What follows belongs to an exercise in optimizing a design on an open flow for small area; a production flow would make more cautious choices.
Function was checked by simulation only, so behaviour that the tests miss may differ from the original.
Power and IR drop assume default switching activity.

==> flow/design.v (excerpt) <==
module alu_exec_top (
    input  logic        clk,
    input  logic        rst,             
    input  logic [31:0] immediate,
    input  logic [31:0] operandA,
    input  logic [31:0] operandB,
    input  logic [1:0]  sourceSelect,
    input  logic [1:0]  aluControl,
    output logic [31:0] result,
    output logic [1:0]  compareResult,
    output logic        overflow
);
logic [31:0] imm_q, opa_q, opb_q;
logic [1:0]  sel_q, ctl_q;
logic [31:0] selA, selB;
logic [31:0] alu_result;
logic [1:0]  alu_compare;
logic        alu_overflow;
always_ff @(posedge clk) begin
    if (rst) begin
        imm_q <= 32'h0;
        opa_q <= 32'h0;
        opb_q <= 32'h0;
        sel_q <= 2'b00;
        ctl_q <= 2'b00;
    end else begin
        imm_q <= immediate;
        opa_q <= operandA;
        opb_q <= operandB;
        sel_q <= sourceSelect;
        ctl_q <= aluControl;
    end
end
ALUSourceSelect aluss (
    .immediate(imm_q),
    .operandA(opa_q),
    .operandB(opb_q),
    .sourceSelect(sel_q),
    .resultA(selA),
    .resultB(selB)
);
ALU alu (
    .operandA(selA),
    .operandB(selB),
    .aluControl(ctl_q),
    .result(alu_result),
    .compareResult(alu_compare),
    .overflow(alu_overflow)
);
always_ff @(posedge clk) begin
    if (rst) begin
        result        <= 32'h0;
        overflow      <= 1'b0;
        compareResult <= 2'b00;
    end else if (ctl_q == 2'b10) begin
        compareResult <= alu_compare;
    end else begin
        result        <= alu_result;
        overflow      <= alu_overflow;
    end
end
endmodule
Size: about 1500 cells after synthesis, roughly 140 I/O pins.
Settings: LEC_CHECK=0, CAP_MARGIN=10, CORE_MARGIN=2, CORE_UTILIZATION=70, CTS_BUF_LIST=sky130_fd_sc_hd__clkbuf_8, SLEW_MARGIN=10; clock period 9.0 ns.
standard.sh (not shown) runs the stock make flow with config.mk's settings and CLKGATE_MAP_FILE= SYNTH_SCRIPT=/design/flow/synth_recipe.tcl, a recipe that flattens the netlist after the stock synthesis.
==> flow/flow/run.sh <==
#!/bin/bash
# Own layout flow: the standard ORFS flow (standard.sh) with these changes:
#  - Yosys's synth runs without its quick "abc -fast" pre-mapping (SYNTH_ARGS=-noabc),
#    so the full adders that extract_fa finds keep the polarity the RTL gives them and
#    need no inverters between them;
#  - the final ABC mapping uses flow/abc_area_nf.script (one area-recovering &nf
#    mapping pass) instead of ORFS's abc_speed.script; flow/synth_abc.tcl is
#    synth_recipe.tcl with that one substitution;
#  - ports are buffered with sky130_fd_sc_hd__buf_1 instead of the delay buffer
#    buffer_ports picks by default.
# Each step's full output goes to a log file in the folder this runs in.
set -euo pipefail
W=$PWD
bash standard.sh SYNTH_ARGS=-noabc SYNTH_SCRIPT=$W/flow/synth_abc.tcl \
  ABC_SCRIPT_OVERRIDE=$W/flow/abc_area_nf.script \
  "BUFFER_PORTS_ARGS=-buffer_cell sky130_fd_sc_hd__buf_1" finish > flow_make.log 2>&1
==> flow/flow/abc_area_nf.script <==
&get -n
&st
&dch
&nf -p -R 1000
&put
buffer -c
topo
stime -c
upsize -c
dnsize -c
==> flow/flow/synth_abc.tcl <==
# The standard synthesis script (synth_recipe.tcl), with the final ABC mapping
# run with the script named by ABC_SCRIPT_OVERRIDE instead of ORFS's abc_speed.script.
proc synth {args} { yosys synth -nofsm -noshare {*}$args }
proc abc {args} {
  set i [lsearch -exact $args -script]
  if { $i >= 0 && [info exists ::env(ABC_SCRIPT_OVERRIDE)] } {
    lset args [expr { $i + 1 }] $::env(ABC_SCRIPT_OVERRIDE)
  }
  yosys abc {*}$args
}
source $::env(SCRIPTS_DIR)/synth.tcl
# left out here: clear keep_hierarchy, flatten, clean up, hide names made inside functions, write 1_2_yosys.v
The first run ran to the end with no violations.
Then changed:
Settings changed: CAP_MARGIN 10 to 0, CORE_UTILIZATION 70 to 60, CTS_BUF_LIST sky130_fd_sc_hd__clkbuf_8 to sky130_fd_sc_hd__clkbuf_8 sky130_fd_sc_hd__clkbuf_16, SLEW_MARGIN 10 to 0.
Outcome: Sequential cell count does not change; clock-buffer cell count is unchanged; total power went up by about 5.5%; cell count went up by about 2.6%; global-route usage went down by 4.3 points.
Then changed:
--- a/flow/flow/run.sh
+++ b/flow/flow/run.sh
@@ -8,0 +9,2 @@
+#  - after global routing, ORFS's power recovery (RECOVER_POWER=100) downsizes gates
+#    on paths with positive slack;
@@ -16 +18 @@
-  "BUFFER_PORTS_ARGS=-buffer_cell sky130_fd_sc_hd__buf_1" finish > flow_make.log 2>&1
+  "BUFFER_PORTS_ARGS=-buffer_cell sky130_fd_sc_hd__buf_1" RECOVER_POWER=100 finish > flow_make.log 2>&1
Settings changed: CAP_MARGIN 0 to 10, SLEW_MARGIN 0 to 10.
After rerunning:
- Now the flow reached the layout checks and failed them: capacitance limit, slew limit
- non-clock buffer count does not change
- cell count is unchanged
- synthesized cell count is unchanged
- design area hardly moves
- wire length barely changes
- sequential power barely changes
Then changed:
--- a/flow/flow/run.sh
+++ b/flow/flow/run.sh
@@ -9,2 +8,0 @@
-#  - after global routing, ORFS's power recovery (RECOVER_POWER=100) downsizes gates
-#    on paths with positive slack;
@@ -18 +16 @@
-  "BUFFER_PORTS_ARGS=-buffer_cell sky130_fd_sc_hd__buf_1" RECOVER_POWER=100 finish > flow_make.log 2>&1
+  "BUFFER_PORTS_ARGS=-buffer_cell sky130_fd_sc_hd__buf_1" finish > flow_make.log 2>&1
- Now the flow completed without violations
- routed wire length stays flat
- sequential share of layout area barely changes
- synthesized cell count does not change
- design area is about the same
- non-clock buffer count stays the same
- critical path depth is higher by 1
- combinational power hardly moves

old:
alu_exec_top again, from the RTL that the note above started with.
Design alu_exec_top, start of the top module:
module alu_exec_top (
    input  logic        clk,
    input  logic        rst,             
    input  logic [31:0] immediate,
    input  logic [31:0] operandA,
    input  logic [31:0] operandB,
    input  logic [1:0]  sourceSelect,
    input  logic [1:0]  aluControl,
    output logic [31:0] result,
    output logic [1:0]  compareResult,
    output logic        overflow
);
logic [31:0] imm_q, opa_q, opb_q;
logic [1:0]  sel_q, ctl_q;
logic [31:0] selA, selB;
logic [31:0] alu_result;
logic [1:0]  alu_compare;
logic        alu_overflow;
always_ff @(posedge clk) begin
    if (rst) begin
        imm_q <= 32'h0;
        opa_q <= 32'h0;
        opb_q <= 32'h0;
        sel_q <= 2'b00;
        ctl_q <= 2'b00;
    end else begin
        imm_q <= immediate;
        opa_q <= operandA;
        opb_q <= operandB;
        sel_q <= sourceSelect;
        ctl_q <= aluControl;
    end
end
ALUSourceSelect aluss (
    .immediate(imm_q),
    .operandA(opa_q),
    .operandB(opb_q),
    .sourceSelect(sel_q),
    .resultA(selA),
    .resultB(selB)
);
ALU alu (
    .operandA(selA),
    .operandB(selB),
    .aluControl(ctl_q),
    .result(alu_result),
    .compareResult(alu_compare),
    .overflow(alu_overflow)
);
always_ff @(posedge clk) begin
    if (rst) begin
        result        <= 32'h0;
        overflow      <= 1'b0;
        compareResult <= 2'b00;
    end else if (ctl_q == 2'b10) begin
        compareResult <= alu_compare;
    end else begin
        result        <= alu_result;
        overflow      <= alu_overflow;
    end
end
endmodule
clock: 9.0 ns
lec_check: 0
cap_margin: 10
core_margin: 2
core_utilization: 80
cts_buf_list: sky130_fd_sc_hd__clkbuf_8
slew_margin: 10
==> flow/flow/run.sh <==
#!/bin/bash
# Own layout flow: the standard ORFS flow (standard.sh) with these changes:
#  - Yosys's synth runs without its quick "abc -fast" pre-mapping (SYNTH_ARGS=-noabc),
#    so the full adders that extract_fa finds keep the polarity the RTL gives them and
#    need no inverters between them;
#  - the final ABC mapping uses flow/abc_area_nf.script (one area-recovering &nf
#    mapping pass) instead of ORFS's abc_speed.script; flow/synth_abc.tcl is
#    synth_recipe.tcl with that one substitution;
#  - ports are buffered with sky130_fd_sc_hd__buf_1 instead of the delay buffer
#    buffer_ports picks by default.
# Each step's full output goes to a log file in the folder this runs in.
set -euo pipefail
W=$PWD
bash standard.sh SYNTH_ARGS=-noabc SYNTH_SCRIPT=$W/flow/synth_abc.tcl \
  ABC_SCRIPT_OVERRIDE=$W/flow/abc_area_nf.script \
  "BUFFER_PORTS_ARGS=-buffer_cell sky130_fd_sc_hd__buf_1" finish > flow_make.log 2>&1
Scripts as last shown in full above: flow/flow/abc_area_nf.script, flow/flow/synth_abc.tcl
old ended with every stage complete and zero timing, DRC or antenna violations.
Here is what was changed in the inputs of new compared with old.
- CTS_BUF_LIST changed from sky130_fd_sc_hd__clkbuf_8 to sky130_fd_sc_hd__clkbuf_8 sky130_fd_sc_hd__clkbuf_16
- CORE_UTILIZATION changed from 80 to 70
## What came out
- The lower post-layout worst setup margin came out of old.
- There was hardly any difference in worst hold slack between new and old.
- new finished every step from synthesis to the final layout, and the layout passed the timing, DRC and antenna checks.
- new: combinational group share of total power 4.7 points below old
- new reports its slowest library cell on the worst path as sky130_fd_sc_hd__a21boi_1 while old reports sky130_fd_sc_hd__mux2i_1.
- Sort new and old by placed cell area, ascending, and old comes first.

alu_exec_top, a different RTL version from the one above (not shown whole).
Size: roughly 140 flip-flops, roughly 140 I/O pins.
==> flow/design.v (excerpt) <==
module alu_exec_top (
    input  logic        clk,
    input  logic        rst,             
    input  logic [31:0] immediate,
    input  logic [31:0] operandA,
    input  logic [31:0] operandB,
    input  logic [1:0]  sourceSelect,
    input  logic [1:0]  aluControl,
    output logic [31:0] result,
    output logic [1:0]  compareResult,
    output logic        overflow
);
logic [31:0] imm_q, opa_q, opb_q;
logic [1:0]  sel_q, ctl_q;
logic [31:0] selA, selB;
logic [31:0] alu_result;
logic [1:0]  alu_compare;
logic        alu_overflow;
always_ff @(posedge clk) begin
    if (rst) begin
        imm_q <= 32'h0;
        opa_q <= 32'h0;
        opb_q <= 32'h0;
        sel_q <= 2'b00;
        ctl_q <= 2'b00;
    end else begin
        imm_q <= immediate;
        opa_q <= operandA;
        opb_q <= operandB;
        sel_q <= sourceSelect;
        ctl_q <= aluControl;
    end
end
ALUSourceSelect aluss (
    .immediate(imm_q),
    .operandA(opa_q),
    .operandB(opb_q),
    .sourceSelect(sel_q),
    .resultA(selA),
    .resultB(selB)
);
ALU alu (
    .operandA(selA),
    .operandB(selB),
    .aluControl(ctl_q),
    .result(alu_result),
    .compareResult(alu_compare),
    .overflow(alu_overflow)
);
always_ff @(posedge clk) begin
    if (rst) begin
        result        <= 32'h0;
        overflow      <= 1'b0;
        compareResult <= 2'b00;
    end else if (ctl_q == 2'b10) begin
        compareResult <= alu_compare;
    end else begin
        result        <= alu_result;
        overflow      <= alu_overflow;
    end
end
endmodule
export LEC_CHECK = 0
export CAP_MARGIN = 0
export CORE_MARGIN = 2
export CORE_UTILIZATION = 65
export SLEW_MARGIN = 0
create_clock -name core_clock -period 9.0 [get_ports {clk}]
==> flow/flow/run.sh <==
#!/bin/bash
# Own layout flow: the standard ORFS flow (standard.sh) with two changes:
#  - Yosys's synth runs without its quick "abc -fast" pre-mapping (SYNTH_ARGS=-noabc),
#    so the full adders that extract_fa finds keep the polarity the RTL gives them and
#    need no inverters between them (the final ABC mapping still runs as usual);
#  - ports are buffered with sky130_fd_sc_hd__buf_1 instead of the delay buffer
#    buffer_ports picks by default.
# Each step's full output goes to a log file in the folder this runs in.
set -euo pipefail
bash standard.sh SYNTH_ARGS=-noabc "BUFFER_PORTS_ARGS=-buffer_cell sky130_fd_sc_hd__buf_1" finish > flow_make.log 2>&1
Next try:
==> flow/run.sh (new file) <==
#!/bin/bash
# synth_recipe.tcl (not shown) runs the flow's synth.tcl, then flattens the netlist and writes it again
# the make line also repeats each setting of config.mk as NAME=value (left out here)
make -C /OpenROAD-flow-scripts/flow DESIGN_CONFIG=/design/flow/config.mk WORK_HOME=/design/flow/orfs CLKGATE_MAP_FILE= SYNTH_SCRIPT=/design/flow/synth_recipe.tcl finish
- CAP_MARGIN: 0 -> 20
- CORE_UTILIZATION: 65 -> 40
- SLEW_MARGIN: 0 -> 20
removed: flow/flow/run.sh
removed: flow/standard.sh
Effect: Global-route usage came out lower by 13 points. Worst setup slack is worse by 0.11 ns. Sequential power barely changes. Die area came out higher by 72%. Synthesized area came out higher by 6.9%. Wire length came out higher by 21%.
Next try:
- ABC_AREA: default -> 1
- CAP_MARGIN: 20 -> 0
- CORE_UTILIZATION: 40 -> 65
- SLEW_MARGIN: 20 -> 0
What happened: Now the flow finished with max-capacitance violations left. Count of clock-buffer cells in the layout goes down by 1. Die area shrinks by well over a third. Area after synthesis increases by a few percent. Combinational power fell by about a fifth. Sequential share of layout area went up by 1.4 points. Power goes down by roughly a tenth.

[what the ideal ports hide]
The results above use ideal ports. As a check the final layouts listed here were re-extracted and re-timed, cells and wires unchanged. Step 1: set_driving_cell puts a clkbuf_16 on clk and a buf_2 on each other input, an assumption about the parent block. Step 2 also shifts input and output timing later by t, the mid clock arrival at the registers, as if the neighbouring blocks saw the same clock. Slacks: no drivers / after step 1 / after step 2; pairs: no drivers / after step 1.
| run | t, ns | setup WS [ns] | worst slew at a driven data input, ns |
|---|---|---|---|
| the first run of note 1 | 0.499 | 0.476 / 0.476 / 0.476 | 0.03 |
| the second run of note 1 | 0.477 | 0.601 / 0.601 / 0.601 | 0.03 |
| the third run of note 1 | 0.477 | 0.566 / 0.566 / 0.566 | 0.03 |
| the fourth run of note 1 | 0.477 | 0.601 / 0.601 / 0.601 | 0.03 |
| old | 0.516 | 0.222 / 0.222 / 0.222 | 0.05 |
| new | 0.475 | 0.459 / 0.459 / 0.459 | 0.03 |
| the first run of note 3 | 0.470 | 0.280 / 0.280 / 0.280 | 0.06 |
| the second run of note 3 | 0.512 | 0.171 / 0.171 / 0.171 | 0.05 |
| the third run of note 3 | 0.482 | 0.496 / 0.496 / 0.496 | 0.05 |
